Context: an optimization exercise on an open-source flow, tuned for small area and a short achievable clock period. The choices shown serve that exercise and are no tape-out recipe. No run shown here included a check of the RTL's function; only the layout flow was run.

==> flow/design.v (outline; a module is shown in full before it is edited, if it fits) <==
// module goertzel_filter: 1877 lines
// module gz_fa: 4 lines
// module gz_maj: 3 lines
// module gz_ha: 4 lines
module goertzel_filter
  (input  [13:0] input_signal,
   input  clk,
   input  rst,
   output [39:0] magnitude);
  // ...
==> flow/flow/run.sh <==
#!/bin/bash
set -euo pipefail
bash standard.sh SETUP_SLACK_MARGIN=28.5 finish > orfs_make.log 2>&1
==> flow/standard.sh <==
#!/bin/bash
# synth_recipe.tcl (not shown) runs the flow's synth.tcl, then flattens the netlist and writes it again
# the make line also repeats each setting of config.mk as NAME=value (left out here)
make -C /OpenROAD-flow-scripts/flow DESIGN_CONFIG=/design/flow/config.mk WORK_HOME=/design/flow/orfs CLKGATE_MAP_FILE= SYNTH_SCRIPT=/design/flow/synth_recipe.tcl "${@:-finish}"
==> flow/config.mk <==
export PLATFORM = sky130hd
export DESIGN_NAME = goertzel_filter
export DESIGN_NICKNAME = goertzel_filter
export VERILOG_FILES = /design/flow/design.v
export SDC_FILE = /design/flow/constraint.sdc
export NUM_CORES = 4
export LEC_CHECK = 0
export CAP_MARGIN = 20
export CORE_MARGIN = 2
export CORE_UTILIZATION = 55
export CTS_BUF_LIST = sky130_fd_sc_hd__clkbuf_8
export CTS_CLUSTER_SIZE = 40
export SLEW_MARGIN = 20
export SYNTH_HIERARCHICAL = 1
export SYNTH_MINIMUM_KEEP_SIZE = 0
export TNS_END_PERCENT = 10
==> flow/constraint.sdc <==
create_clock -name core_clock -period 45.0 [get_ports {clk}]
set_input_delay 9.0000 -clock core_clock [delete_from_list [all_inputs] [get_ports {clk}]]
set_output_delay 9.0000 -clock core_clock [all_outputs]
set_load 0.01 [all_outputs]
==> flow_summary.toml, run 1 <==
[run_status]
status = "no timing/DRC/antenna violations"

[clocking]
cts_tree = "done"
hold_buffers = 0

[global_route]
grt.overflow.total = 0
grt_usage_pct = 28.58

[timing]
fmax_mhz = 60.77
setup_violations = 0
setup_tns_ns = 0

[finish]
largest_reg_flops = 35
multi_input_area_sq_um = 19290
syn_to_final_growth_pct = 12.12
fin_nets = 2887
fillers = 3207

[floorplanning]
tap-cell-count = 518
die_w_microns = 202.9
ios = 56

[drt]
vias = 14640
wirelength_microns = 54690

[critical_path]
path_depth = 31

[synthesis]
synth-seq-cells = 71
synthFlopType = "dfrtp_1"
synth_top_family_by_area = "adder cells"

[place]
placed_cell_area_sq_um = 23170
==> run 2, diff against run 1 <==
--- a/flow/design.v
+++ b/flow/design.v
@@ -15,34 +15,34 @@
   wire s6 = ~(input_signal[5] ^ input_signal[2]);
   wire c7 = input_signal[5] | input_signal[2];
   wire s8, c9;
   gz_fa us8 (.a(input_signal[6]), .b(input_signal[3]), .c(input_signal[1]), .s(s8), .co(c9));
   wire s10 = ~(input_signal[7] ^ input_signal[4]);
   wire c11 = input_signal[7] | input_signal[4];
   wire s12 = ~(input_signal[8] ^ input_signal[5]);
   wire c13 = input_signal[8] | input_signal[5];
-  wire s14, c15;
-  gz_ha us14 (.a(input_signal[4]), .b(input_signal[1]), .s(s14), .co(c15));
+  wire s14 = input_signal[4] ^ input_signal[1];
+  wire c15 = input_signal[4] & input_signal[1];
   wire s16, c17;
   gz_fa us16 (.a(input_signal[0]), .b(n2), .c(n5), .s(s16), .co(c17));
   wire s18, c19;
   gz_fa us18 (.a(n3), .b(n1), .c(c7), .s(s18), .co(c19));
   wire s20, c21;
   gz_fa us20 (.a(input_signal[2]), .b(n2), .c(s10), .s(s20), .co(c21));
   wire s22, c23;
   gz_fa us22 (.a(input_signal[3]), .b(n3), .c(s12), .s(s22), .co(c23));
   wire s24, c25;
   gz_fa us24 (.a(input_signal[9]), .b(input_signal[6]), .c(input_signal[4]), .s(s24), .co(c25));
   wire s26 = ~(input_signal[10] ^ input_signal[7]);
   wire c27 = input_signal[10] | input_signal[7];
   wire s28 = ~(input_signal[11] ^ input_signal[8]);
   wire c29 = input_signal[11] | input_signal[8];
-  wire s30, c31;
-  gz_ha us30 (.a(n1), .b(n4), .s(s30), .co(c31));
+  wire s30 = n1 ^ n4;
+  wire c31 = n1 & n4;
   wire s32, c33;
   gz_fa us32 (.a(s6), .b(c15), .c(s16), .s(s32), .co(c33));
   wire s34, c35;
   gz_fa us34 (.a(s8), .b(c17), .c(s18), .s(s34), .co(c35));
   wire s36, c37;
   gz_fa us36 (.a(c9), .b(c19), .c(s20), .s(s36), .co(c37));
   wire s38, c39;
   gz_fa us38 (.a(c11), .b(c21), .c(s22), .s(s38), .co(c39));
@@ -86,26 +86,26 @@
   wire n77 = ~q1x3[3];
   wire n78 = ~q1x3[4];
   wire n79 = ~q1x3[5];
   wire n80 = ~q1x3[6];
   wire s81 = ~(q1[15] ^ q1[13]);
   wire c82 = q1[15] | q1[13];
   wire s83 = ~(q1[16] ^ q1[14]);
   wire c84 = q1[16] | q1[14];
-  wire s85, c86;
-  gz_ha us85 (.a(q1[15]), .b(q1[3]), .s(s85), .co(c86));
+  wire s85 = q1[15] ^ q1[3];
+  wire c86 = q1[15] & q1[3];
   wire s87 = ~(q1[12] ^ q1[10]);
   wire c88 = q1[12] | q1[10];
-  wire s89, c90;
-  gz_ha us89 (.a(q1[13]), .b(q1[11]), .s(s89), .co(c90));
+  wire s89 = q1[13] ^ q1[11];
+  wire c90 = q1[13] & q1[11];
   wire s91 = ~(q1[14] ^ q1[12]);
   wire c92 = q1[14] | q1[12];
-  wire s93, c94;
-  gz_ha us93 (.a(q1[0]), .b(n61), .s(s93), .co(c94));
+  wire s93 = q1[0] ^ n61;
+  wire c94 = q1[0] & n61;
   wire s95, c96;
   gz_fa us95 (.a(q1[1]), .b(n62), .c(n46), .s(s95), .co(c96));
   wire s97, c98;
   gz_fa us97 (.a(s81), .b(q1x3[0]), .c(n50), .s(s97), .co(c98));
   wire s99, c100;
   gz_fa us99 (.a(q1[2]), .b(n63), .c(s83), .s(s99), .co(c100));
   wire s101, c102;
   gz_fa us101 (.a(c82), .b(q1x3[1]), .c(n51), .s(s101), .co(c102));
@@ -118,42 +118,42 @@
   wire s109, c110;
   gz_fa us109 (.a(c86), .b(q1x3[3]), .c(n53), .s(s109), .co(c110));
   wire s111, c112;
   gz_fa us111 (.a(q1[5]), .b(q1[16]), .c(n46), .s(s111), .co(c112));
   wire s113, c114;
   gz_fa us113 (.a(n66), .b(q1x3[4]), .c(n54), .s(s113), .co(c114));
   wire s115 = ~(q1[6] ^ n67);
   wire c116 = q1[6] | n67;
-  wire s117, c118;
-  gz_ha us117 (.a(q1x3[5]), .b(n55), .s(s117), .co(c118));
+  wire s117 = q1x3[5] ^ n55;
+  wire c118 = q1x3[5] & n55;
   wire s119 = ~(q1[7] ^ n68);
   wire c120 = q1[7] | n68;
-  wire s121, c122;
-  gz_ha us121 (.a(q1x3[6]), .b(n56), .s(s121), .co(c122));
+  wire s121 = q1x3[6] ^ n56;
+  wire c122 = q1x3[6] & n56;
   wire s123, c124;
   gz_fa us123 (.a(q1[8]), .b(n69), .c(q1x3[7]), .s(s123), .co(c124));
-  wire s125, c126;
-  gz_ha us125 (.a(n57), .b(n74), .s(s125), .co(c126));
+  wire s125 = n57 ^ n74;
+  wire c126 = n57 & n74;
   wire s127, c128;
   gz_fa us127 (.a(q1[9]), .b(n70), .c(q1x3[8]), .s(s127), .co(c128));
-  wire s129, c130;
-  gz_ha us129 (.a(n58), .b(n75), .s(s129), .co(c130));
+  wire s129 = n58 ^ n75;
+  wire c130 = n58 & n75;
   wire s131 = ~(q1[10] ^ n71);
   wire c132 = q1[10] | n71;
   wire s133, c134;
   gz_fa us133 (.a(q1x3[19]), .b(q1x3[9]), .c(n76), .s(s133), .co(c134));
   wire s135 = ~(q1[11] ^ n72);
   wire c136 = q1[11] | n72;
-  wire s137, c138;
-  gz_ha us137 (.a(q1x3[10]), .b(n77), .s(s137), .co(c138));
+  wire s137 = q1x3[10] ^ n77;
+  wire c138 = q1x3[10] & n77;
   wire s139, c140;
   gz_fa us139 (.a(q1[17]), .b(q1[12]), .c(q1x3[11]), .s(s139), .co(c140));
-  wire s141, c142;
-  gz_ha us141 (.a(q1[17]), .b(n59), .s(s141), .co(c142));
+  wire s141 = q1[17] ^ n59;
+  wire c142 = q1[17] & n59;
   wire s143, c144;
   gz_fa us143 (.a(n60), .b(s89), .c(c88), .s(s143), .co(c144));
   wire s145, c146;
   gz_fa us145 (.a(s91), .b(c90), .c(s93), .s(s145), .co(c146));
   wire s147, c148;
   gz_fa us147 (.a(c92), .b(c94), .c(s95), .s(s147), .co(c148));
   wire s149, c150;
   gz_fa us149 (.a(c96), .b(s99), .c(c98), .s(s149), .co(c150));
@@ -172,18 +172,18 @@
   wire s163, c164;
   gz_fa us163 (.a(s129), .b(c126), .c(c124), .s(s163), .co(c164));
   wire s165, c166;
   gz_fa us165 (.a(s131), .b(c130), .c(c128), .s(s165), .co(c166));
   wire s167, c168;
   gz_fa us167 (.a(s135), .b(c132), .c(s137), .s(s167), .co(c168));
   wire s169, c170;
   gz_fa us169 (.a(c136), .b(n78), .c(c138), .s(s169), .co(c170));
-  wire s171, c172;
-  gz_ha us171 (.a(s87), .b(s141), .s(s171), .co(c172));
+  wire s171 = s87 ^ s141;
+  wire c172 = s87 & s141;
   wire s173, c174;
   gz_fa us173 (.a(c142), .b(s143), .c(n48), .s(s173), .co(c174));
   wire s175, c176;
   gz_fa us175 (.a(c144), .b(s145), .c(n49), .s(s175), .co(c176));
   wire s177, c178;
   gz_fa us177 (.a(c146), .b(s147), .c(s97), .s(s177), .co(c178));
   wire s179, c180;
   gz_fa us179 (.a(c148), .b(s101), .c(s149), .s(s179), .co(c180));
@@ -250,50 +250,50 @@
   wire n227 = ~q2[11];
   wire n228 = ~q2[12];
   wire n229 = ~q2[13];
   wire n230 = ~q2[14];
   wire n231 = ~q2[15];
   wire n232 = ~q2[16];
   wire s233, c234;
   gz_fa us233 (.a(q1[13]), .b(q1[17]), .c(n216), .s(s233), .co(c234));
-  wire s235, c236;
-  gz_ha us235 (.a(q1x3[12]), .b(n79), .s(s235), .co(c236));
-  wire s237, c238;
-  gz_ha us237 (.a(q1[14]), .b(q1[0]), .s(s237), .co(c238));
+  wire s235 = q1x3[12] ^ n79;
+  wire c236 = q1x3[12] & n79;
+  wire s237 = q1[14] ^ q1[0];
+  wire c238 = q1[14] & q1[0];
   wire s239, c240;
   gz_fa us239 (.a(s233), .b(s235), .c(c140), .s(s239), .co(c240));
   wire s241, c242;
   gz_fa us241 (.a(n217), .b(s237), .c(c234), .s(s241), .co(c242));
-  wire s243, c244;
-  gz_ha us243 (.a(q1x3[13]), .b(n80), .s(s243), .co(c244));
+  wire s243 = q1x3[13] ^ n80;
+  wire c244 = q1x3[13] & n80;
   wire s245, c246;
   gz_fa us245 (.a(q1[15]), .b(q1[1]), .c(n218), .s(s245), .co(c246));
   wire s247, c248;
   gz_fa us247 (.a(c238), .b(q1x3[14]), .c(n47), .s(s247), .co(c248));
   wire s249, c250;
   gz_fa us249 (.a(q1[16]), .b(q1[2]), .c(n219), .s(s249), .co(c250));
-  wire s251, c252;
-  gz_ha us251 (.a(q1x3[15]), .b(n48), .s(s251), .co(c252));
+  wire s251 = q1x3[15] ^ n48;
+  wire c252 = q1x3[15] & n48;
   wire s253 = ~(q1[3] ^ n46);
   wire c254 = q1[3] | n46;
   wire s255, c256;
   gz_fa us255 (.a(n220), .b(q1x3[16]), .c(n49), .s(s255), .co(c256));
   wire s257 = ~(q1[4] ^ n221);
   wire c258 = q1[4] | n221;
-  wire s259, c260;
-  gz_ha us259 (.a(q1x3[17]), .b(n50), .s(s259), .co(c260));
+  wire s259 = q1x3[17] ^ n50;
+  wire c260 = q1x3[17] & n50;
   wire s261 = ~(q1[5] ^ n222);
   wire c262 = q1[5] | n222;
-  wire s263, c264;
-  gz_ha us263 (.a(q1x3[18]), .b(n51), .s(s263), .co(c264));
+  wire s263 = q1x3[18] ^ n51;
+  wire c264 = q1x3[18] & n51;
   wire s265, c266;
   gz_fa us265 (.a(q1[6]), .b(n223), .c(n73), .s(s265), .co(c266));
-  wire s267, c268;
-  gz_ha us267 (.a(c170), .b(s239), .s(s267), .co(c268));
+  wire s267 = c170 ^ s239;
+  wire c268 = c170 & s239;
   wire s269, c270;
   gz_fa us269 (.a(s241), .b(c236), .c(s243), .s(s269), .co(c270));
   wire s271, c272;
   gz_fa us271 (.a(s245), .b(c242), .c(c244), .s(s271), .co(c272));
   wire s273, c274;
   gz_fa us273 (.a(c246), .b(s249), .c(s251), .s(s273), .co(c274));
   wire s275, c276;
   gz_fa us275 (.a(s253), .b(c250), .c(c252), .s(s275), .co(c276));
@@ -312,18 +312,18 @@
   wire s289, c290;
   gz_fa us289 (.a(q1[9]), .b(n227), .c(n66), .s(s289), .co(c290));
   wire s291, c292;
   gz_fa us291 (.a(q1[10]), .b(n228), .c(n67), .s(s291), .co(c292));
   wire s293, c294;
   gz_fa us293 (.a(q1[11]), .b(n229), .c(n68), .s(s293), .co(c294));
   wire s295, c296;
   gz_fa us295 (.a(q1[13]), .b(q1[12]), .c(n230), .s(s295), .co(c296));
-  wire s297, c298;
-  gz_ha us297 (.a(s267), .b(c200), .s(s297), .co(c298));
+  wire s297 = s267 ^ c200;
+  wire c298 = s267 & c200;
   wire s299, c300;
   gz_fa us299 (.a(s269), .b(c240), .c(c268), .s(s299), .co(c300));
   wire s301, c302;
   gz_fa us301 (.a(s247), .b(c270), .c(s271), .s(s301), .co(c302));
   wire s303, c304;
   gz_fa us303 (.a(c248), .b(c272), .c(s273), .s(s303), .co(c304));
   wire s305, c306;
   gz_fa us305 (.a(s255), .b(c274), .c(s275), .s(s305), .co(c306));
@@ -353,56 +353,56 @@
   gz_fa us329 (.a(q1[14]), .b(n232), .c(n71), .s(s329), .co(c330));
   wire s331, c332;
   gz_fa us331 (.a(q1[16]), .b(q2[17]), .c(q1[15]), .s(s331), .co(c332));
   wire n333 = ~q1[0];
   wire n334 = ~q1[1];
   wire n335 = ~q1[2];
   wire s336 = ~(q1[10] ^ q1[17]);
   wire c337 = q1[10] | q1[17];
-  wire s338, c339;
-  gz_ha us338 (.a(q1[11]), .b(n70), .s(s338), .co(c339));
-  wire s340, c341;
-  gz_ha us340 (.a(q1[12]), .b(n71), .s(s340), .co(c341));
+  wire s338 = q1[11] ^ n70;
+  wire c339 = q1[11] & n70;
+  wire s340 = q1[12] ^ n71;
+  wire c341 = q1[12] & n71;
   wire s342, c343;
   gz_fa us342 (.a(q1[13]), .b(q1[0]), .c(n72), .s(s342), .co(c343));
   wire s344 = ~(q1[17] ^ q1[14]);
   wire c345 = q1[17] | q1[14];
-  wire s346, c347;
-  gz_ha us346 (.a(q1[1]), .b(q1x3[6]), .s(s346), .co(c347));
+  wire s346 = q1[1] ^ q1x3[6];
+  wire c347 = q1[1] & q1x3[6];
   wire s348 = ~(q1[15] ^ q1[2]);
   wire c349 = q1[15] | q1[2];
-  wire s350, c351;
-  gz_ha us350 (.a(q1x3[7]), .b(n51), .s(s350), .co(c351));
+  wire s350 = q1x3[7] ^ n51;
+  wire c351 = q1x3[7] & n51;
   wire s352 = ~(q1[16] ^ q1[3]);
   wire c353 = q1[16] | q1[3];
   wire s354, c355;
   gz_fa us354 (.a(q1x3[8]), .b(q1x3[0]), .c(n52), .s(s354), .co(c355));
   wire s356, c357;
   gz_fa us356 (.a(q1[4]), .b(n46), .c(q1x3[9]), .s(s356), .co(c357));
-  wire s358, c359;
-  gz_ha us358 (.a(q1x3[1]), .b(n53), .s(s358), .co(c359));
+  wire s358 = q1x3[1] ^ n53;
+  wire c359 = q1x3[1] & n53;
   wire s360 = ~(q1[5] ^ q1x3[10]);
   wire c361 = q1[5] | q1x3[10];
-  wire s362, c363;
-  gz_ha us362 (.a(q1x3[2]), .b(n54), .s(s362), .co(c363));
+  wire s362 = q1x3[2] ^ n54;
+  wire c363 = q1x3[2] & n54;
   wire s364 = ~(q1[6] ^ q1x3[11]);
   wire c365 = q1[6] | q1x3[11];
-  wire s366, c367;
-  gz_ha us366 (.a(q1x3[3]), .b(n55), .s(s366), .co(c367));
+  wire s366 = q1x3[3] ^ n55;
+  wire c367 = q1x3[3] & n55;
   wire s368 = ~(q1[7] ^ q1x3[12]);
   wire c369 = q1[7] | q1x3[12];
-  wire s370, c371;
-  gz_ha us370 (.a(q1x3[4]), .b(n56), .s(s370), .co(c371));
+  wire s370 = q1x3[4] ^ n56;
+  wire c371 = q1x3[4] & n56;
   wire s372 = ~(q1[8] ^ q1x3[13]);
   wire c373 = q1[8] | q1x3[13];
-  wire s374, c375;
-  gz_ha us374 (.a(q1x3[5]), .b(n57), .s(s374), .co(c375));
-  wire s376, c377;
-  gz_ha us376 (.a(n69), .b(s336), .s(s376), .co(c377));
+  wire s374 = q1x3[5] ^ n57;
+  wire c375 = q1x3[5] & n57;
+  wire s376 = n69 ^ s336;
+  wire c377 = n69 & s336;
   wire s378, c379;
   gz_fa us378 (.a(c337), .b(s338), .c(q1x3[3]), .s(s378), .co(c379));
   wire s380, c381;
   gz_fa us380 (.a(s340), .b(c339), .c(q1x3[4]), .s(s380), .co(c381));
   wire s382, c383;
   gz_fa us382 (.a(c341), .b(s342), .c(q1x3[5]), .s(s382), .co(c383));
   wire s384, c385;
   gz_fa us384 (.a(s344), .b(c343), .c(n50), .s(s384), .co(c385));
@@ -415,18 +415,18 @@
   wire s392, c393;
   gz_fa us392 (.a(s360), .b(s362), .c(c359), .s(s392), .co(c393));
   wire s394, c395;
   gz_fa us394 (.a(s364), .b(c361), .c(s366), .s(s394), .co(c395));
   wire s396, c397;
   gz_fa us396 (.a(s368), .b(c365), .c(s370), .s(s396), .co(c397));
   wire s398, c399;
   gz_fa us398 (.a(s372), .b(c369), .c(s374), .s(s398), .co(c399));
-  wire s400, c401;
-  gz_ha us400 (.a(s376), .b(q1x3[2]), .s(s400), .co(c401));
+  wire s400 = s376 ^ q1x3[2];
+  wire c401 = s376 & q1x3[2];
   wire s402, c403;
   gz_fa us402 (.a(c377), .b(n47), .c(s378), .s(s402), .co(c403));
   wire s404, c405;
   gz_fa us404 (.a(n48), .b(c379), .c(s380), .s(s404), .co(c405));
   wire s406, c407;
   gz_fa us406 (.a(n49), .b(c381), .c(s382), .s(s406), .co(c407));
   wire s408, c409;
   gz_fa us408 (.a(s346), .b(c383), .c(s384), .s(s408), .co(c409));
@@ -478,44 +478,44 @@
   wire m447;
   gz_maj um447 (.a(s416), .b(c415), .c(m446), .co(m447));
   wire m448;
   gz_maj um448 (.a(s418), .b(c417), .c(m447), .co(m448));
   wire m449;
   gz_maj um449 (.a(c419), .b(s420), .c(m448), .co(m449));
   wire m450;
   gz_maj um450 (.a(c421), .b(s422), .c(m449), .co(m450));
-  wire s451, c452;
-  gz_ha us451 (.a(n71), .b(n46), .s(s451), .co(c452));
-  wire s453, c454;
-  gz_ha us453 (.a(n72), .b(q1x3[6]), .s(s453), .co(c454));
+  wire s451 = n71 ^ n46;
+  wire c452 = n71 & n46;
+  wire s453 = n72 ^ q1x3[6];
+  wire c454 = n72 & q1x3[6];
   wire s455 = ~(q1[17] ^ q1x3[7]);
   wire c456 = q1[17] | q1x3[7];
-  wire s457, c458;
-  gz_ha us457 (.a(n333), .b(q1x3[8]), .s(s457), .co(c458));
-  wire s459, c460;
-  gz_ha us459 (.a(n334), .b(q1x3[9]), .s(s459), .co(c460));
-  wire s461, c462;
-  gz_ha us461 (.a(n335), .b(q1x3[10]), .s(s461), .co(c462));
-  wire s463, c464;
-  gz_ha us463 (.a(n59), .b(q1x3[11]), .s(s463), .co(c464));
+  wire s457 = n333 ^ q1x3[8];
+  wire c458 = n333 & q1x3[8];
+  wire s459 = n334 ^ q1x3[9];
+  wire c460 = n334 & q1x3[9];
+  wire s461 = n335 ^ q1x3[10];
+  wire c462 = n335 & q1x3[10];
+  wire s463 = n59 ^ q1x3[11];
+  wire c464 = n59 & q1x3[11];
   wire s465, c466;
   gz_fa us465 (.a(q1[0]), .b(n60), .c(q1x3[12]), .s(s465), .co(c466));
   wire s467, c468;
   gz_fa us467 (.a(q1[1]), .b(n61), .c(q1x3[13]), .s(s467), .co(c468));
   wire s469, c470;
   gz_fa us469 (.a(q1[2]), .b(q1[0]), .c(n62), .s(s469), .co(c470));
-  wire s471, c472;
-  gz_ha us471 (.a(q1x3[14]), .b(q1x3[11]), .s(s471), .co(c472));
+  wire s471 = q1x3[14] ^ q1x3[11];
+  wire c472 = q1x3[14] & q1x3[11];
   wire s473, c474;
   gz_fa us473 (.a(q1[3]), .b(q1[1]), .c(n63), .s(s473), .co(c474));
   wire s475, c476;
   gz_fa us475 (.a(q1x3[15]), .b(q1x3[12]), .c(n58), .s(s475), .co(c476));
-  wire s477, c478;
-  gz_ha us477 (.a(n70), .b(q1x3[4]), .s(s477), .co(c478));
+  wire s477 = n70 ^ q1x3[4];
+  wire c478 = n70 & q1x3[4];
   wire s479, c480;
   gz_fa us479 (.a(s451), .b(q1x3[5]), .c(q1x3[2]), .s(s479), .co(c480));
   wire s481, c482;
   gz_fa us481 (.a(c452), .b(q1x3[3]), .c(n49), .s(s481), .co(c482));
   wire s483, c484;
   gz_fa us483 (.a(q1x3[4]), .b(n50), .c(s455), .s(s483), .co(c484));
   wire s485, c486;
   gz_fa us485 (.a(q1x3[5]), .b(n51), .c(s457), .s(s485), .co(c486));
@@ -528,18 +528,18 @@
   wire s493, c494;
   gz_fa us493 (.a(q1x3[9]), .b(n55), .c(c464), .s(s493), .co(c494));
   wire s495, c496;
   gz_fa us495 (.a(q1x3[10]), .b(n56), .c(c466), .s(s495), .co(c496));
   wire s497, c498;
   gz_fa us497 (.a(s469), .b(n57), .c(s471), .s(s497), .co(c498));
   wire s499, c500;
   gz_fa us499 (.a(c470), .b(s473), .c(c472), .s(s499), .co(c500));
-  wire s501, c502;
-  gz_ha us501 (.a(q1x3[1]), .b(n47), .s(s501), .co(c502));
+  wire s501 = q1x3[1] ^ n47;
+  wire c502 = q1x3[1] & n47;
   wire s503, c504;
   gz_fa us503 (.a(n48), .b(c478), .c(s479), .s(s503), .co(c504));
   wire s505, c506;
   gz_fa us505 (.a(s453), .b(c480), .c(s481), .s(s505), .co(c506));
   wire s507, c508;
   gz_fa us507 (.a(c454), .b(c482), .c(s483), .s(s507), .co(c508));
   wire s509, c510;
   gz_fa us509 (.a(c456), .b(c484), .c(s485), .s(s509), .co(c510));
@@ -581,50 +581,50 @@
   wire m536;
   gz_maj um536 (.a(s523), .b(c522), .c(m535), .co(m536));
   wire s537 = ~(q1[4] ^ q1[2]);
   wire c538 = q1[4] | q1[2];
   wire s539, c540;
   gz_fa us539 (.a(q1[17]), .b(n64), .c(c474), .s(s539), .co(c540));
   wire s541, c542;
   gz_fa us541 (.a(s537), .b(s539), .c(q1x3[19]), .s(s541), .co(c542));
-  wire s543, c544;
-  gz_ha us543 (.a(q1x3[16]), .b(q1x3[13]), .s(s543), .co(c544));
+  wire s543 = q1x3[16] ^ q1x3[13];
+  wire c544 = q1x3[16] & q1x3[13];
   wire s545 = ~(q1[5] ^ q1[3]);
   wire c546 = q1[5] | q1[3];
   wire s547, c548;
   gz_fa us547 (.a(n65), .b(c538), .c(c540), .s(s547), .co(c548));
   wire s549 = ~(q1[6] ^ q1[4]);
   wire c550 = q1[6] | q1[4];
   wire s551, c552;
   gz_fa us551 (.a(s543), .b(c476), .c(s541), .s(s551), .co(c552));
   wire s553, c554;
   gz_fa us553 (.a(s545), .b(s547), .c(q1x3[17]), .s(s553), .co(c554));
-  wire s555, c556;
-  gz_ha us555 (.a(q1x3[14]), .b(c544), .s(s555), .co(c556));
+  wire s555 = q1x3[14] ^ c544;
+  wire c556 = q1x3[14] & c544;
   wire s557, c558;
   gz_fa us557 (.a(n66), .b(s549), .c(c546), .s(s557), .co(c558));
   wire s559, c560;
   gz_fa us559 (.a(c548), .b(q1x3[18]), .c(q1x3[15]), .s(s559), .co(c560));
   wire s561, c562;
   gz_fa us561 (.a(q1[7]), .b(q1[5]), .c(n67), .s(s561), .co(c562));
   wire s563, c564;
   gz_fa us563 (.a(c550), .b(q1x3[16]), .c(n73), .s(s563), .co(c564));
   wire s565 = ~(q1[8] ^ q1[6]);
   wire c566 = q1[8] | q1[6];
-  wire s567, c568;
-  gz_ha us567 (.a(n68), .b(q1x3[17]), .s(s567), .co(c568));
+  wire s567 = n68 ^ q1x3[17];
+  wire c568 = n68 & q1x3[17];
   wire s569 = ~(q1[9] ^ q1[7]);
   wire c570 = q1[9] | q1[7];
-  wire s571, c572;
-  gz_ha us571 (.a(n69), .b(q1x3[18]), .s(s571), .co(c572));
+  wire s571 = n69 ^ q1x3[18];
+  wire c572 = n69 & q1x3[18];
   wire s573, c574;
   gz_fa us573 (.a(q1[10]), .b(q1[8]), .c(n70), .s(s573), .co(c574));
-  wire s575, c576;
-  gz_ha us575 (.a(c500), .b(s551), .s(s575), .co(c576));
+  wire s575 = c500 ^ s551;
+  wire c576 = c500 & s551;
   wire s577, c578;
   gz_fa us577 (.a(c542), .b(s553), .c(s555), .s(s577), .co(c578));
   wire s579, c580;
   gz_fa us579 (.a(s557), .b(c554), .c(s559), .s(s579), .co(c580));
   wire s581, c582;
   gz_fa us581 (.a(s561), .b(c558), .c(c560), .s(s581), .co(c582));
   wire s583, c584;
   gz_fa us583 (.a(s565), .b(c562), .c(s567), .s(s583), .co(c584));
@@ -633,18 +633,18 @@
   wire s587, c588;
   gz_fa us587 (.a(c570), .b(s573), .c(n73), .s(s587), .co(c588));
   wire s589, c590;
   gz_fa us589 (.a(q1[9]), .b(n71), .c(n67), .s(s589), .co(c590));
   wire s591, c592;
   gz_fa us591 (.a(q1[10]), .b(q1[11]), .c(n72), .s(s591), .co(c592));
   wire s593, c594;
   gz_fa us593 (.a(q1[17]), .b(q1[13]), .c(q1[11]), .s(s593), .co(c594));
-  wire s595, c596;
-  gz_ha us595 (.a(c524), .b(s575), .s(s595), .co(c596));
+  wire s595 = c524 ^ s575;
+  wire c596 = c524 & s575;
   wire s597, c598;
   gz_fa us597 (.a(c552), .b(s577), .c(c576), .s(s597), .co(c598));
   wire s599, c600;
   gz_fa us599 (.a(c556), .b(c578), .c(s579), .s(s599), .co(c600));
   wire s601, c602;
   gz_fa us601 (.a(s563), .b(s581), .c(c580), .s(s601), .co(c602));
   wire s603, c604;
   gz_fa us603 (.a(c564), .b(s583), .c(c582), .s(s603), .co(c604));
@@ -669,35 +669,35 @@
   wire [16:0] im = {1'b1, n46, n72, s621, s619, s617, s615, s613, s611, s609, s607, s605, s603, s601, s599, s597, m536} + {1'b0, q1[16], c622, c620, c618, c616, c614, c612, c610, c608, c606, c604, c602, c600, c598, c596, s595};
   wire s623 = ~(s297 ^ m215);
   wire c624 = s297 | m215;
   wire n625 = ~c298;
   wire s626, c627;
   gz_fa us626 (.a(s623), .b(input_signal[12]), .c(input_signal[9]), .s(s626), .co(c627));
   wire s628, c629;
   gz_fa us628 (.a(n625), .b(s299), .c(c624), .s(s628), .co(c629));
-  wire s630, c631;
-  gz_ha us630 (.a(input_signal[13]), .b(input_signal[10]), .s(s630), .co(c631));
+  wire s630 = input_signal[13] ^ input_signal[10];
+  wire c631 = input_signal[13] & input_signal[10];
   wire s632 = ~(s301 ^ c298);
   wire c633 = s301 | c298;
   wire s634, c635;
   gz_fa us634 (.a(c300), .b(input_signal[11]), .c(input_signal[9]), .s(s634), .co(c635));
   wire s636 = ~(c302 ^ s303);
   wire c637 = c302 | s303;
-  wire s638, c639;
-  gz_ha us638 (.a(input_signal[12]), .b(input_signal[10]), .s(s638), .co(c639));
+  wire s638 = input_signal[12] ^ input_signal[10];
+  wire c639 = input_signal[12] & input_signal[10];
   wire s640 = ~(c304 ^ s305);
   wire c641 = c304 | s305;
-  wire s642, c643;
-  gz_ha us642 (.a(input_signal[13]), .b(input_signal[11]), .s(s642), .co(c643));
+  wire s642 = input_signal[13] ^ input_signal[11];
+  wire c643 = input_signal[13] & input_signal[11];
   wire s644 = ~(c306 ^ s307);
   wire c645 = c306 | s307;
   wire n646 = ~c308;
-  wire s647, c648;
-  gz_ha us647 (.a(input_signal[7]), .b(c29), .s(s647), .co(c648));
+  wire s647 = input_signal[7] ^ c29;
+  wire c648 = input_signal[7] & c29;
   wire s649, c650;
   gz_fa us649 (.a(s628), .b(input_signal[8]), .c(s630), .s(s649), .co(c650));
   wire s651, c652;
   gz_fa us651 (.a(s632), .b(c629), .c(c631), .s(s651), .co(c652));
   wire s653, c654;
   gz_fa us653 (.a(s636), .b(c633), .c(s638), .s(s653), .co(c654));
   wire s655, c656;
   gz_fa us655 (.a(s640), .b(c637), .c(s642), .s(s655), .co(c656));
@@ -712,18 +712,18 @@
   wire n665 = ~s317;
   wire n666 = ~c318;
   wire n667 = ~c320;
   wire n668 = ~c322;
   wire n669 = ~c324;
   wire n670 = ~s327;
   wire n671 = ~s329;
   wire n672 = ~s331;
-  wire s673, c674;
-  gz_ha us673 (.a(s626), .b(s647), .s(s673), .co(c674));
+  wire s673 = s626 ^ s647;
+  wire c674 = s626 & s647;
   wire s675, c676;
   gz_fa us675 (.a(c627), .b(c648), .c(s649), .s(s675), .co(c676));
   wire s677, c678;
   gz_fa us677 (.a(s634), .b(c650), .c(s651), .s(s677), .co(c678));
   wire s679, c680;
   gz_fa us679 (.a(c635), .b(c652), .c(s653), .s(s679), .co(c680));
   wire s681, c682;
   gz_fa us681 (.a(c639), .b(c654), .c(s655), .s(s681), .co(c682));
@@ -755,46 +755,46 @@
   gz_fa us707 (.a(c330), .b(s329), .c(n672), .s(s707), .co(c708));
   wire [25:0] q0w = {s707, s705, s703, s701, s699, s697, s695, s693, s691, s689, s687, s685, s683, s681, s679, s677, s675, c45, s44, s42, s40, c37, c35, c33, c31, s14} + {c706, c704, c702, c700, c698, c696, c694, c692, c690, c688, c686, c684, c682, c680, c678, c676, c674, s673, c43, c41, c39, s38, s36, s34, s32, s30};
   wire s709, c710;
   gz_fa us709 (.a(q1[9]), .b(n333), .c(n46), .s(s709), .co(c710));
   wire s711, c712;
   gz_fa us711 (.a(q1x3[14]), .b(q1x3[6]), .c(n58), .s(s711), .co(c712));
   wire s713, c714;
   gz_fa us713 (.a(s709), .b(c373), .c(c375), .s(s713), .co(c714));
-  wire s715, c716;
-  gz_ha us715 (.a(s711), .b(c399), .s(s715), .co(c716));
+  wire s715 = s711 ^ c399;
+  wire c716 = s711 & c399;
   wire s717, c718;
   gz_fa us717 (.a(n334), .b(n66), .c(c710), .s(s717), .co(c718));
   wire s719, c720;
   gz_fa us719 (.a(q1x3[19]), .b(q1x3[15]), .c(q1x3[7]), .s(s719), .co(c720));
-  wire s721, c722;
-  gz_ha us721 (.a(c712), .b(c298), .s(s721), .co(c722));
+  wire s721 = c712 ^ c298;
+  wire c722 = c712 & c298;
   wire s723 = ~(q1[11] ^ q1[10]);
   wire c724 = q1[11] | q1[10];
   wire s725, c726;
   gz_fa us725 (.a(n335), .b(q1x3[16]), .c(q1x3[8]), .s(s725), .co(c726));
-  wire s727, c728;
-  gz_ha us727 (.a(s301), .b(c300), .s(s727), .co(c728));
+  wire s727 = s301 ^ c300;
+  wire c728 = s301 & c300;
   wire s729 = ~(q1[12] ^ n59);
   wire c730 = q1[12] | n59;
   wire s731, c732;
   gz_fa us731 (.a(q1x3[17]), .b(q1x3[9]), .c(c302), .s(s731), .co(c732));
   wire s733 = ~(q1[13] ^ n60);
   wire c734 = q1[13] | n60;
-  wire s735, c736;
-  gz_ha us735 (.a(q1x3[18]), .b(q1x3[10]), .s(s735), .co(c736));
+  wire s735 = q1x3[18] ^ q1x3[10];
+  wire c736 = q1x3[18] & q1x3[10];
   wire s737, c738;
   gz_fa us737 (.a(q1[14]), .b(n61), .c(q1x3[11]), .s(s737), .co(c738));
   wire s739, c740;
   gz_fa us739 (.a(s713), .b(s715), .c(c423), .s(s739), .co(c740));
   wire s741, c742;
   gz_fa us741 (.a(s717), .b(s719), .c(c714), .s(s741), .co(c742));
-  wire s743, c744;
-  gz_ha us743 (.a(c716), .b(s299), .s(s743), .co(c744));
+  wire s743 = c716 ^ s299;
+  wire c744 = c716 & s299;
   wire s745, c746;
   gz_fa us745 (.a(s723), .b(c718), .c(c720), .s(s745), .co(c746));
   wire s747, c748;
   gz_fa us747 (.a(s725), .b(c722), .c(s727), .s(s747), .co(c748));
   wire s749, c750;
   gz_fa us749 (.a(c724), .b(s729), .c(c726), .s(s749), .co(c750));
   wire s751, c752;
   gz_fa us751 (.a(s303), .b(s731), .c(c728), .s(s751), .co(c752));
@@ -815,34 +815,34 @@
   wire s767, c768;
   gz_fa us767 (.a(q1x3[13]), .b(c310), .c(s311), .s(s767), .co(c768));
   wire s769, c770;
   gz_fa us769 (.a(q1[16]), .b(n46), .c(n64), .s(s769), .co(c770));
   wire s771, c772;
   gz_fa us771 (.a(q1x3[14]), .b(s313), .c(c312), .s(s771), .co(c772));
   wire s773 = ~(n65 ^ q1x3[15]);
   wire c774 = n65 | q1x3[15];
-  wire s775, c776;
-  gz_ha us775 (.a(s315), .b(c314), .s(s775), .co(c776));
+  wire s775 = s315 ^ c314;
+  wire c776 = s315 & c314;
   wire s777 = ~(n66 ^ q1x3[16]);
   wire c778 = n66 | q1x3[16];
-  wire s779, c780;
-  gz_ha us779 (.a(s317), .b(c316), .s(s779), .co(c780));
+  wire s779 = s317 ^ c316;
+  wire c780 = s317 & c316;
   wire s781 = ~(n67 ^ q1x3[17]);
   wire c782 = n67 | q1x3[17];
-  wire s783, c784;
-  gz_ha us783 (.a(c318), .b(s319), .s(s783), .co(c784));
+  wire s783 = c318 ^ s319;
+  wire c784 = c318 & s319;
   wire s785 = ~(n68 ^ q1x3[18]);
   wire c786 = n68 | q1x3[18];
-  wire s787, c788;
-  gz_ha us787 (.a(c320), .b(s321), .s(s787), .co(c788));
+  wire s787 = c320 ^ s321;
+  wire c788 = c320 & s321;
   wire s789, c790;
   gz_fa us789 (.a(n69), .b(n73), .c(c322), .s(s789), .co(c790));
-  wire s791, c792;
-  gz_ha us791 (.a(s297), .b(s739), .s(s791), .co(c792));
+  wire s791 = s297 ^ s739;
+  wire c792 = s297 & s739;
   wire s793, c794;
   gz_fa us793 (.a(s741), .b(c740), .c(s721), .s(s793), .co(c794));
   wire s795, c796;
   gz_fa us795 (.a(s745), .b(c742), .c(c744), .s(s795), .co(c796));
   wire s797, c798;
   gz_fa us797 (.a(c746), .b(s749), .c(c748), .s(s797), .co(c798));
   wire s799, c800;
   gz_fa us799 (.a(s753), .b(c750), .c(s755), .s(s799), .co(c800));
@@ -867,18 +867,18 @@
   wire s819, c820;
   gz_fa us819 (.a(q1[14]), .b(c324), .c(s325), .s(s819), .co(c820));
   wire s821, c822;
   gz_fa us821 (.a(n70), .b(q1[15]), .c(s327), .s(s821), .co(c822));
   wire s823, c824;
   gz_fa us823 (.a(n71), .b(q1[16]), .c(s329), .s(s823), .co(c824));
   wire s825, c826;
   gz_fa us825 (.a(q1[17]), .b(n72), .c(s331), .s(s825), .co(c826));
-  wire s827, c828;
-  gz_ha us827 (.a(s791), .b(m215), .s(s827), .co(c828));
+  wire s827 = s791 ^ m215;
+  wire c828 = s791 & m215;
   wire s829, c830;
   gz_fa us829 (.a(s743), .b(c792), .c(s793), .s(s829), .co(c830));
   wire s831, c832;
   gz_fa us831 (.a(c794), .b(s747), .c(s795), .s(s831), .co(c832));
   wire s833, c834;
   gz_fa us833 (.a(s751), .b(c796), .c(s797), .s(s833), .co(c834));
   wire s835, c836;
   gz_fa us835 (.a(c752), .b(s799), .c(c798), .s(s835), .co(c836));
@@ -910,35 +910,35 @@
   gz_fa us861 (.a(c330), .b(s825), .c(c824), .s(s861), .co(c862));
   wire s863 = ~(s827 ^ m450);
   wire c864 = s827 | m450;
   wire n865 = ~s829;
   wire s866, c867;
   gz_fa us866 (.a(s863), .b(input_signal[12]), .c(input_signal[9]), .s(s866), .co(c867));
   wire s868, c869;
   gz_fa us868 (.a(n865), .b(c828), .c(c864), .s(s868), .co(c869));
-  wire s870, c871;
-  gz_ha us870 (.a(input_signal[13]), .b(input_signal[10]), .s(s870), .co(c871));
+  wire s870 = input_signal[13] ^ input_signal[10];
+  wire c871 = input_signal[13] & input_signal[10];
   wire s872 = ~(c830 ^ s829);
   wire c873 = c830 | s829;
   wire s874, c875;
   gz_fa us874 (.a(s831), .b(input_signal[11]), .c(input_signal[9]), .s(s874), .co(c875));
   wire s876 = ~(c832 ^ s833);
   wire c877 = c832 | s833;
-  wire s878, c879;
-  gz_ha us878 (.a(input_signal[12]), .b(input_signal[10]), .s(s878), .co(c879));
+  wire s878 = input_signal[12] ^ input_signal[10];
+  wire c879 = input_signal[12] & input_signal[10];
   wire s880 = ~(s835 ^ c834);
   wire c881 = s835 | c834;
-  wire s882, c883;
-  gz_ha us882 (.a(input_signal[13]), .b(input_signal[11]), .s(s882), .co(c883));
+  wire s882 = input_signal[13] ^ input_signal[11];
+  wire c883 = input_signal[13] & input_signal[11];
   wire s884 = ~(s837 ^ c836);
   wire c885 = s837 | c836;
   wire n886 = ~s839;
-  wire s887, c888;
-  gz_ha us887 (.a(input_signal[7]), .b(c29), .s(s887), .co(c888));
+  wire s887 = input_signal[7] ^ c29;
+  wire c888 = input_signal[7] & c29;
   wire s889, c890;
   gz_fa us889 (.a(input_signal[8]), .b(s870), .c(s868), .s(s889), .co(c890));
   wire s891, c892;
   gz_fa us891 (.a(s872), .b(c871), .c(c869), .s(s891), .co(c892));
   wire s893, c894;
   gz_fa us893 (.a(c873), .b(s876), .c(s878), .s(s893), .co(c894));
   wire s895, c896;
   gz_fa us895 (.a(s880), .b(c877), .c(s882), .s(s895), .co(c896));
@@ -953,18 +953,18 @@
   wire n905 = ~s847;
   wire n906 = ~s849;
   wire n907 = ~s851;
   wire n908 = ~c852;
   wire n909 = ~s855;
   wire n910 = ~s857;
   wire n911 = ~s859;
   wire n912 = ~s861;
-  wire s913, c914;
-  gz_ha us913 (.a(s866), .b(s887), .s(s913), .co(c914));
+  wire s913 = s866 ^ s887;
+  wire c914 = s866 & s887;
   wire s915, c916;
   gz_fa us915 (.a(c867), .b(c888), .c(s889), .s(s915), .co(c916));
   wire s917, c918;
   gz_fa us917 (.a(s874), .b(s891), .c(c890), .s(s917), .co(c918));
   wire s919, c920;
   gz_fa us919 (.a(c875), .b(s893), .c(c892), .s(s919), .co(c920));
   wire s921, c922;
   gz_fa us921 (.a(c879), .b(c894), .c(s895), .s(s921), .co(c922));
@@ -1127,34 +1127,34 @@
   wire pp1077 = ~(im[16] & im[8]);
   wire pp1078 = ~(im[16] & im[9]);
   wire pp1079 = ~(im[16] & im[10]);
   wire pp1080 = ~(im[16] & im[11]);
   wire pp1081 = ~(im[16] & im[12]);
   wire pp1082 = ~(im[16] & im[13]);
   wire pp1083 = ~(im[16] & im[14]);
   wire pp1084 = ~(im[16] & im[15]);
-  wire s1085, c1086;
-  gz_ha us1085 (.a(im[6]), .b(pp959), .s(s1085), .co(c1086));
-  wire s1087, c1088;
-  gz_ha us1087 (.a(pp960), .b(pp973), .s(s1087), .co(c1088));
+  wire s1085 = im[6] ^ pp959;
+  wire c1086 = im[6] & pp959;
+  wire s1087 = pp960 ^ pp973;
+  wire c1088 = pp960 & pp973;
   wire s1089, c1090;
   gz_fa us1089 (.a(im[7]), .b(pp961), .c(pp974), .s(s1089), .co(c1090));
-  wire s1091, c1092;
-  gz_ha us1091 (.a(pp986), .b(pp997), .s(s1091), .co(c1092));
+  wire s1091 = pp986 ^ pp997;
+  wire c1092 = pp986 & pp997;
   wire s1093, c1094;
   gz_fa us1093 (.a(pp962), .b(pp975), .c(pp987), .s(s1093), .co(c1094));
-  wire s1095, c1096;
-  gz_ha us1095 (.a(pp998), .b(pp1008), .s(s1095), .co(c1096));
+  wire s1095 = pp998 ^ pp1008;
+  wire c1096 = pp998 & pp1008;
   wire s1097, c1098;
   gz_fa us1097 (.a(im[8]), .b(pp963), .c(pp976), .s(s1097), .co(c1098));
   wire s1099, c1100;
   gz_fa us1099 (.a(pp988), .b(pp999), .c(pp1009), .s(s1099), .co(c1100));
-  wire s1101, c1102;
-  gz_ha us1101 (.a(pp1018), .b(pp1026), .s(s1101), .co(c1102));
+  wire s1101 = pp1018 ^ pp1026;
+  wire c1102 = pp1018 & pp1026;
   wire s1103 = ~(pp977 ^ pp989);
   wire c1104 = pp977 | pp989;
   wire s1105, c1106;
   gz_fa us1105 (.a(pp1000), .b(pp1010), .c(pp1019), .s(s1105), .co(c1106));
   wire s1107, c1108;
   gz_fa us1107 (.a(pp1027), .b(pp1034), .c(pp1069), .s(s1107), .co(c1108));
   wire s1109, c1110;
   gz_fa us1109 (.a(im[9]), .b(pp990), .c(pp1001), .s(s1109), .co(c1110));
@@ -1169,28 +1169,28 @@
   wire s1119, c1120;
   gz_fa us1119 (.a(im[10]), .b(pp1013), .c(pp1022), .s(s1119), .co(c1120));
   wire s1121, c1122;
   gz_fa us1121 (.a(pp1030), .b(pp1037), .c(pp1043), .s(s1121), .co(c1122));
   wire s1123, c1124;
   gz_fa us1123 (.a(pp1023), .b(pp1031), .c(pp1038), .s(s1123), .co(c1124));
   wire s1125, c1126;
   gz_fa us1125 (.a(im[11]), .b(pp1032), .c(pp1039), .s(s1125), .co(c1126));
-  wire s1127, c1128;
-  gz_ha us1127 (.a(im[4]), .b(pp955), .s(s1127), .co(c1128));
-  wire s1129, c1130;
-  gz_ha us1129 (.a(pp956), .b(pp969), .s(s1129), .co(c1130));
+  wire s1127 = im[4] ^ pp955;
+  wire c1128 = im[4] & pp955;
+  wire s1129 = pp956 ^ pp969;
+  wire c1130 = pp956 & pp969;
   wire s1131, c1132;
   gz_fa us1131 (.a(im[5]), .b(pp957), .c(pp970), .s(s1131), .co(c1132));
-  wire s1133, c1134;
-  gz_ha us1133 (.a(pp982), .b(pp993), .s(s1133), .co(c1134));
+  wire s1133 = pp982 ^ pp993;
+  wire c1134 = pp982 & pp993;
   wire s1135, c1136;
   gz_fa us1135 (.a(pp958), .b(pp971), .c(pp983), .s(s1135), .co(c1136));
-  wire s1137, c1138;
-  gz_ha us1137 (.a(pp994), .b(pp1004), .s(s1137), .co(c1138));
+  wire s1137 = pp994 ^ pp1004;
+  wire c1138 = pp994 & pp1004;
   wire s1139, c1140;
   gz_fa us1139 (.a(pp972), .b(pp984), .c(pp995), .s(s1139), .co(c1140));
   wire s1141, c1142;
   gz_fa us1141 (.a(pp1005), .b(pp1014), .c(s1085), .s(s1141), .co(c1142));
   wire s1143, c1144;
   gz_fa us1143 (.a(pp985), .b(pp996), .c(pp1006), .s(s1143), .co(c1144));
   wire s1145, c1146;
   gz_fa us1145 (.a(pp1015), .b(s1087), .c(c1086), .s(s1145), .co(c1146));
@@ -1237,20 +1237,20 @@
   wire s1187, c1188;
   gz_fa us1187 (.a(im[12]), .b(pp1047), .c(pp1052), .s(s1187), .co(c1188));
   wire s1189, c1190;
   gz_fa us1189 (.a(pp1056), .b(pp1059), .c(pp1076), .s(s1189), .co(c1190));
   wire s1191, c1192;
   gz_fa us1191 (.a(pp1053), .b(pp1057), .c(pp1060), .s(s1191), .co(c1192));
   wire s1193, c1194;
   gz_fa us1193 (.a(im[13]), .b(pp1058), .c(pp1061), .s(s1193), .co(c1194));
-  wire s1195, c1196;
-  gz_ha us1195 (.a(im[3]), .b(pp953), .s(s1195), .co(c1196));
-  wire s1197, c1198;
-  gz_ha us1197 (.a(pp954), .b(pp967), .s(s1197), .co(c1198));
+  wire s1195 = im[3] ^ pp953;
+  wire c1196 = im[3] & pp953;
+  wire s1197 = pp954 ^ pp967;
+  wire c1198 = pp954 & pp967;
   wire s1199, c1200;
   gz_fa us1199 (.a(pp968), .b(pp980), .c(pp991), .s(s1199), .co(c1200));
   wire s1201, c1202;
   gz_fa us1201 (.a(pp981), .b(pp992), .c(s1129), .s(s1201), .co(c1202));
   wire s1203, c1204;
   gz_fa us1203 (.a(pp1003), .b(s1133), .c(c1130), .s(s1203), .co(c1204));
   wire s1205, c1206;
   gz_fa us1205 (.a(s1137), .b(c1134), .c(c1132), .s(s1205), .co(c1206));
@@ -1283,20 +1283,20 @@
   wire s1233, c1234;
   gz_fa us1233 (.a(pp1077), .b(c1188), .c(c1190), .s(s1233), .co(c1234));
   wire s1235, c1236;
   gz_fa us1235 (.a(pp1063), .b(pp1078), .c(c1192), .s(s1235), .co(c1236));
   wire s1237, c1238;
   gz_fa us1237 (.a(pp1062), .b(pp1064), .c(pp1079), .s(s1237), .co(c1238));
   wire s1239, c1240;
   gz_fa us1239 (.a(im[14]), .b(pp1065), .c(pp1066), .s(s1239), .co(c1240));
-  wire s1241, c1242;
-  gz_ha us1241 (.a(im[2]), .b(pp951), .s(s1241), .co(c1242));
-  wire s1243, c1244;
-  gz_ha us1243 (.a(pp952), .b(pp965), .s(s1243), .co(c1244));
+  wire s1241 = im[2] ^ pp951;
+  wire c1242 = im[2] & pp951;
+  wire s1243 = pp952 ^ pp965;
+  wire c1244 = pp952 & pp965;
   wire s1245, c1246;
   gz_fa us1245 (.a(pp966), .b(pp978), .c(s1195), .s(s1245), .co(c1246));
   wire s1247, c1248;
   gz_fa us1247 (.a(pp979), .b(s1197), .c(c1196), .s(s1247), .co(c1248));
   wire s1249, c1250;
   gz_fa us1249 (.a(s1127), .b(c1198), .c(s1199), .s(s1249), .co(c1250));
   wire s1251, c1252;
   gz_fa us1251 (.a(c1128), .b(c1200), .c(s1201), .s(s1251), .co(c1252));
@@ -1490,28 +1490,28 @@
   wire pp1440 = ~(rew[25] & rew[17]);
   wire pp1441 = ~(rew[25] & rew[18]);
   wire pp1442 = ~(rew[25] & rew[19]);
   wire pp1443 = ~(rew[25] & rew[20]);
   wire pp1444 = ~(rew[25] & rew[21]);
   wire pp1445 = ~(rew[25] & rew[22]);
   wire pp1446 = ~(rew[25] & rew[23]);
   wire pp1447 = ~(rew[25] & rew[24]);
-  wire s1448, c1449;
-  gz_ha us1448 (.a(c1260), .b(s1261), .s(s1448), .co(c1449));
-  wire s1450, c1451;
-  gz_ha us1450 (.a(c1262), .b(s1263), .s(s1450), .co(c1451));
+  wire s1448 = c1260 ^ s1261;
+  wire c1449 = c1260 & s1261;
+  wire s1450 = c1262 ^ s1263;
+  wire c1451 = c1262 & s1263;
   wire s1452, c1453;
   gz_fa us1452 (.a(c1264), .b(s1265), .c(rew[16]), .s(s1452), .co(c1453));
-  wire s1454, c1455;
-  gz_ha us1454 (.a(pp1309), .b(pp1323), .s(s1454), .co(c1455));
+  wire s1454 = pp1309 ^ pp1323;
+  wire c1455 = pp1309 & pp1323;
   wire s1456, c1457;
   gz_fa us1456 (.a(c1266), .b(s1267), .c(pp1310), .s(s1456), .co(c1457));
-  wire s1458, c1459;
-  gz_ha us1458 (.a(pp1324), .b(pp1337), .s(s1458), .co(c1459));
+  wire s1458 = pp1324 ^ pp1337;
+  wire c1459 = pp1324 & pp1337;
   wire s1460 = ~(c1268 ^ s1269);
   wire c1461 = c1268 | s1269;
   wire s1462, c1463;
   gz_fa us1462 (.a(rew[17]), .b(pp1325), .c(pp1338), .s(s1462), .co(c1463));
   wire s1464, c1465;
   gz_fa us1464 (.a(pp1350), .b(pp1361), .c(pp1371), .s(s1464), .co(c1465));
   wire s1466, c1467;
   gz_fa us1466 (.a(c1270), .b(s1271), .c(pp1339), .s(s1466), .co(c1467));
@@ -1520,40 +1520,40 @@
   wire s1470, c1471;
   gz_fa us1470 (.a(c1272), .b(s1273), .c(rew[18]), .s(s1470), .co(c1471));
   wire s1472, c1473;
   gz_fa us1472 (.a(pp1352), .b(pp1363), .c(pp1373), .s(s1472), .co(c1473));
   wire s1474, c1475;
   gz_fa us1474 (.a(c1274), .b(s1275), .c(pp1364), .s(s1474), .co(c1475));
   wire s1476, c1477;
   gz_fa us1476 (.a(c1276), .b(s1277), .c(rew[19]), .s(s1476), .co(c1477));
-  wire s1478, c1479;
-  gz_ha us1478 (.a(c1248), .b(s1249), .s(s1478), .co(c1479));
-  wire s1480, c1481;
-  gz_ha us1480 (.a(c1250), .b(s1251), .s(s1480), .co(c1481));
+  wire s1478 = c1248 ^ s1249;
+  wire c1479 = c1248 & s1249;
+  wire s1480 = c1250 ^ s1251;
+  wire c1481 = c1250 & s1251;
   wire s1482, c1483;
   gz_fa us1482 (.a(c1252), .b(s1253), .c(rew[13]), .s(s1482), .co(c1483));
-  wire s1484, c1485;
-  gz_ha us1484 (.a(pp1303), .b(pp1317), .s(s1484), .co(c1485));
+  wire s1484 = pp1303 ^ pp1317;
+  wire c1485 = pp1303 & pp1317;
   wire s1486, c1487;
   gz_fa us1486 (.a(c1254), .b(s1255), .c(pp1304), .s(s1486), .co(c1487));
-  wire s1488, c1489;
-  gz_ha us1488 (.a(pp1318), .b(pp1331), .s(s1488), .co(c1489));
+  wire s1488 = pp1318 ^ pp1331;
+  wire c1489 = pp1318 & pp1331;
   wire s1490, c1491;
   gz_fa us1490 (.a(c1256), .b(s1257), .c(rew[14]), .s(s1490), .co(c1491));
   wire s1492, c1493;
   gz_fa us1492 (.a(pp1305), .b(pp1319), .c(pp1332), .s(s1492), .co(c1493));
-  wire s1494, c1495;
-  gz_ha us1494 (.a(pp1344), .b(pp1355), .s(s1494), .co(c1495));
+  wire s1494 = pp1344 ^ pp1355;
+  wire c1495 = pp1344 & pp1355;
   wire s1496, c1497;
   gz_fa us1496 (.a(c1258), .b(s1259), .c(pp1306), .s(s1496), .co(c1497));
   wire s1498, c1499;
   gz_fa us1498 (.a(pp1320), .b(pp1333), .c(pp1345), .s(s1498), .co(c1499));
-  wire s1500, c1501;
-  gz_ha us1500 (.a(pp1356), .b(pp1366), .s(s1500), .co(c1501));
+  wire s1500 = pp1356 ^ pp1366;
+  wire c1501 = pp1356 & pp1366;
   wire s1502, c1503;
   gz_fa us1502 (.a(s1448), .b(rew[15]), .c(pp1307), .s(s1502), .co(c1503));
   wire s1504, c1505;
   gz_fa us1504 (.a(pp1321), .b(pp1334), .c(pp1346), .s(s1504), .co(c1505));
   wire s1506, c1507;
   gz_fa us1506 (.a(pp1357), .b(pp1367), .c(pp1376), .s(s1506), .co(c1507));
   wire s1508, c1509;
   gz_fa us1508 (.a(c1449), .b(s1450), .c(pp1308), .s(s1508), .co(c1509));
@@ -1622,28 +1622,28 @@
   wire s1572, c1573;
   gz_fa us1572 (.a(c1284), .b(s1285), .c(rew[21]), .s(s1572), .co(c1573));
   wire s1574, c1575;
   gz_fa us1574 (.a(pp1409), .b(pp1414), .c(pp1418), .s(s1574), .co(c1575));
   wire s1576, c1577;
   gz_fa us1576 (.a(s1287), .b(c1286), .c(pp1415), .s(s1576), .co(c1577));
   wire s1578, c1579;
   gz_fa us1578 (.a(s1289), .b(c1288), .c(rew[22]), .s(s1578), .co(c1579));
-  wire s1580, c1581;
-  gz_ha us1580 (.a(pp964), .b(s1241), .s(s1580), .co(c1581));
-  wire s1582, c1583;
-  gz_ha us1582 (.a(s1243), .b(c1242), .s(s1582), .co(c1583));
+  wire s1580 = pp964 ^ s1241;
+  wire c1581 = pp964 & s1241;
+  wire s1582 = s1243 ^ c1242;
+  wire c1583 = s1243 & c1242;
   wire s1584, c1585;
   gz_fa us1584 (.a(c1244), .b(s1245), .c(rew[11]), .s(s1584), .co(c1585));
-  wire s1586, c1587;
-  gz_ha us1586 (.a(pp1299), .b(pp1313), .s(s1586), .co(c1587));
+  wire s1586 = pp1299 ^ pp1313;
+  wire c1587 = pp1299 & pp1313;
   wire s1588, c1589;
   gz_fa us1588 (.a(c1246), .b(s1247), .c(pp1300), .s(s1588), .co(c1589));
-  wire s1590, c1591;
-  gz_ha us1590 (.a(pp1314), .b(pp1327), .s(s1590), .co(c1591));
+  wire s1590 = pp1314 ^ pp1327;
+  wire c1591 = pp1314 & pp1327;
   wire s1592, c1593;
   gz_fa us1592 (.a(s1478), .b(rew[12]), .c(pp1301), .s(s1592), .co(c1593));
   wire s1594, c1595;
   gz_fa us1594 (.a(pp1315), .b(pp1328), .c(pp1340), .s(s1594), .co(c1595));
   wire s1596, c1597;
   gz_fa us1596 (.a(c1479), .b(s1480), .c(pp1302), .s(s1596), .co(c1597));
   wire s1598, c1599;
   gz_fa us1598 (.a(pp1316), .b(pp1329), .c(pp1341), .s(s1598), .co(c1599));
@@ -1730,20 +1730,20 @@
   wire s1680, c1681;
   gz_fa us1680 (.a(s1293), .b(c1292), .c(rew[23]), .s(s1680), .co(c1681));
   wire s1682, c1683;
   gz_fa us1682 (.a(pp1427), .b(pp1428), .c(pp1443), .s(s1682), .co(c1683));
   wire s1684, c1685;
   gz_fa us1684 (.a(pp1083), .b(c1294), .c(pp1429), .s(s1684), .co(c1685));
   wire s1686, c1687;
   gz_fa us1686 (.a(im[16]), .b(pp1084), .c(rew[24]), .s(s1686), .co(c1687));
-  wire s1688, c1689;
-  gz_ha us1688 (.a(im[1]), .b(pp949), .s(s1688), .co(c1689));
-  wire s1690, c1691;
-  gz_ha us1690 (.a(s1580), .b(rew[10]), .s(s1690), .co(c1691));
+  wire s1688 = im[1] ^ pp949;
+  wire c1689 = im[1] & pp949;
+  wire s1690 = s1580 ^ rew[10];
+  wire c1691 = s1580 & rew[10];
   wire s1692, c1693;
   gz_fa us1692 (.a(s1582), .b(c1581), .c(pp1298), .s(s1692), .co(c1693));
   wire s1694, c1695;
   gz_fa us1694 (.a(c1583), .b(pp1326), .c(s1586), .s(s1694), .co(c1695));
   wire s1696, c1697;
   gz_fa us1696 (.a(s1590), .b(c1585), .c(c1587), .s(s1696), .co(c1697));
   wire s1698, c1699;
   gz_fa us1698 (.a(c1591), .b(c1589), .c(s1592), .s(s1698), .co(c1699));
@@ -1792,18 +1792,18 @@
   wire s1742, c1743;
   gz_fa us1742 (.a(s1680), .b(c1677), .c(s1682), .s(s1742), .co(c1743));
   wire s1744, c1745;
   gz_fa us1744 (.a(pp1444), .b(c1681), .c(c1683), .s(s1744), .co(c1745));
   wire s1746, c1747;
   gz_fa us1746 (.a(pp1430), .b(pp1445), .c(s1686), .s(s1746), .co(c1747));
   wire n1748 = ~pp1446;
   wire n1749 = ~rew[25];
-  wire s1750, c1751;
-  gz_ha us1750 (.a(s1688), .b(rew[9]), .s(s1750), .co(c1751));
+  wire s1750 = s1688 ^ rew[9];
+  wire c1751 = s1688 & rew[9];
   wire s1752, c1753;
   gz_fa us1752 (.a(pp950), .b(c1689), .c(pp1296), .s(s1752), .co(c1753));
   wire s1754, c1755;
   gz_fa us1754 (.a(pp1297), .b(pp1311), .c(s1690), .s(s1754), .co(c1755));
   wire s1756, c1757;
   gz_fa us1756 (.a(pp1312), .b(c1691), .c(s1692), .s(s1756), .co(c1757));
   wire s1758, c1759;
   gz_fa us1758 (.a(s1584), .b(c1693), .c(s1694), .s(s1758), .co(c1759));
==> run 2 against run 1 <==
Critical path type unchanged; non-clock buffer count grew 2; largest cell class unchanged; final cell count is 3.1% higher; routed wire length up 14%.
==> flow_summary.toml, run 2 <==
[place]
portBuffers = 50
hpwlAfterDp_microns = 49920
dp_cells = 2602
gp_congestion = 0.9447

[synthesis]
netlist_instances = 2028
synth_common_cells = "fa_1 (548), nor2_1 (270), inv_1 (257)"
synth_top_family_by_area = "adder cells"
netlist_area_sq_um = 22290
synthTopCellsByArea = "fa_1 (49%), ha_1 (14%), edfxtp_1 (4.7%)"
synth_top_area_share_pct = 49.21
ys.warnings.count = 7
yosysSeqAreaShare_pct = 8.756
synthAdderAreaFrac_pct = 65.06
postSynthAreaPerCell_sq_um = 10.99
muxShareOfSynthArea_pct = 0.09541
synthArstFlopShare_pct = 50.70
synth_compound_area_share_pct = 7.173
synth_cell_types = 77
synthFlopType = "dfrtp_1"
synth_simple_gate_area_share_pct = 9.435
synth_edf_count = 35
synth_xor_area_share_pct = 3.940
synth-seq-cells = 71
synth_area_leader_cell = "fa_1"
synth_most_common_cell = "fa_1"

[global_route]
antenna_found_initial = 0
grt_pass1_wl_microns = 97480
grt_usage_pct = 31.26
grt.overflow.total = 0
grt_pass1_vias = 17020
grt_max_degree = 72

[floorplanning]
num_rows = 73
die_y_microns = 205.3
start_util_pct = 55.85
die_w_microns = 205.3
ios = 56
dieArea_sq_um = 42160
core_region_area_sq_um = 39910

[clocking]
numCtsBuffers = 9
ctsHtreeMaxLevel = 3
cts-root-buf = "clkbuf_8"
clk_path_buf_depth = 2
clock_sinks = 71
cts_tree = "done"
clk_latency_ns = 0.47
clk_pin_slew_ns = 0.12
hold_buffers = 0

[finish]
num_antenna_cells = 0
most-common-layout-cells = "fa_1 (541), nor2_1 (267), inv_1 (255)"
fin_cells = 2671
top_register = "mag"
reg_top3 = "mag (35), q1 (18), q2 (18)"
largest_reg_flops = 35
final_common_cell = "fa_1"
fin_nets = 2954
syn_to_final_growth_pct = 11.39
drive_gt1_share_pct = 11.88
fillers = 3305

[timing]
slew_headroom_pct = 32.58
clock_skew_ns = 0.04157
tightest_slew_ns = 1.006
slew_violations = 0
hold_viol = 0
setup_tns_ns = 0
setup_violations = 0
fmax_mhz = 61.20
fin_crit_sh_pct = 36.31
min_period_ns = 16.34
rsz0062_at_grt = "true"

[drt]
wl_per_cell_microns = 23.44
drtIter0Drc = 1077
via_per_inst = 5.858
wirelength_microns = 62610
route.detailed.drc = 0
dr.pass1.iters = 5
vias = 15650
ant_nets = 0

[critical_path]
start_kind = "input port"
path_buf_inv = 6
path_depth = 28
worstSetupEndpointType = "flip-flop"
r2r_slack_ns = 28.94
required_ns = 45.19
crit_family = "adder cells"
cp_max_fo = 9
cpPeakStageDelay_ns = 0.55
r2r_cells = 55
cp_common_cell = "fa_1"
cp_data_arrival_time_ns = 16.53
crit_type = "in -> reg"
cpMaxStageDelayCell = "fa_1"

[worst_hold_path]
holdPathStages = 1
holdCritPathClass = "reg -> reg"

[run_status]
status = "no timing/DRC/antenna violations"

[job]
maxCapViolations = 0
==> run 2: layout make-up <==
type / count / area [sq um] / area share [%]
Clock buffer: 9 / 123.9 / 0.4988
Sequential cell: 71 / 1953 / 7.866
Multi-Input combinational cell: 1653 / 19670 / 79.23
Tap cell: 525 / 656.9 / 2.645
Clock inverter: 7 / 120.1 / 0.4837
Inverter: 258 / 969.7 / 3.905
Timing Repair Buffer: 148 / 1334 / 5.371
==> run 2: cell families after synthesis <==
| logic type | count (synthesis) |
|---|---|
| AOI/OAI and AO/OA | 238 |
| xor gates and xnor gates | 96 |
| adders and majority gates | 834 |
| buffers and inverters | 310 |
| DFF | 71 |
| muxes | 2 |
| other | 1 |
| and+or+nand+nor | 476 |
==> run 2: final timing paths <==
path                                  start                 to
setup reg to reg            q1[0]$_DFF_PP0_  mag[32]$_DFFE_PN_
max in group asynchronous               rst    q1[2]$_DFF_PP0_
hold / removal             q1[12]$_DFF_PP0_   q2[12]$_DFF_PP0_
setup / recovery            input_signal[8]  mag[22]$_DFFE_PN_
hold reg to reg            q1[12]$_DFF_PP0_   q2[12]$_DFF_PP0_
min in group asynchronous               rst    q1[0]$_DFF_PP0_
==> run 2: stage by stage <==
step | setup WS [ns] | util (%) | instance area, sq um | hold slack (ns)
floorplan | 28.50 | - | 22360 | 0.4565
global placement | 27.09 | 59.23 | 23640 | 0.5924
detailed placement | 26.96 | 59.23 | 23640 | 0.5942
CTS | 28.50 | 60.98 | 24340 | 0.6270
global route | 28.39 | 62.21 | 24830 | 0.6379
finish | 28.66 | 62.21 | 24830 | 0.6171
==> run 2: what timing repair did <==
action                     4_1_cts  5_1_grt
buffers inserted                30       20
hold endpoints to repair         0        0
resized for setup               73       65
cloned                           1        1
setup endpoints to repair       19       16
pin swaps                       33       29
==> run 2: modules after synthesis, one instance, submodules excluded <==
module / area (sq um) / cells
goertzel_filter: 10970 / 1446
gz_maj: 11.26 / 1
gz_fa: 20.02 / 1
==> run 2: worst reg2reg max path, delay by kind of cell, from the launching register on <==
kind / cells / cell delay [ns]
flip-flops: 1 / 0.37
AO/OA/AOI/OAI: 8 / 1.81
XOR/XNOR: 1 / 0.13
adder cells (fa/ha/maj): 26 / 9.91
buffers and inverters: 9 / 1.47
AND/OR/NAND/NOR: 11 / 2.11
==> run 2: per-layer routing <==
layer	global-route usage [%]	vias up	part of all wire [%]
li1	-	6790	-
met1	41.04	8220	41
met2	54.49	516	51
met3	3.358	120	4.4
met4	10.33	0	3.3
met5	0	-	0

==> what the ideal ports hide <==
Ports are ideal in the flow. The routed layouts listed here were re-timed in OpenROAD.
Step 1: set_driving_cell puts a clkbuf_16 on clk and a buf_2 on each other input, an assumption about the parent block.
Step 2 adds t to the input delays and takes it off the output delays; t is the mean of the earliest and latest rising clock arrival at the registers after step 1. Input paths then give back, and output paths get back, about the clock's delay inside the block.
a / b / c = no drivers / after step 1 / after step 2; a / b = the first two.
| run | t (ns) | setup WS [ns] | hold slack, ns | worst setup path after step 2 | latest minus earliest clock arrival (ns) |
|---|---|---|---|---|---|
| run 1 | 0.484 | 28.545 / 28.548 / 28.063 | 0.586 / 0.586 / 0.586 | input to register | 0.019 / 0.019 |
| run 2 | 0.497 | 28.661 / 28.692 / 28.195 | 0.617 / 0.617 / 0.617 | input to register | 0.042 / 0.042 |
After both steps setup and hold are still met in every run listed. For run 1, which loses most, drivers alone change the setup slack by +0.003 ns; drivers and shift together by -0.482 ns.
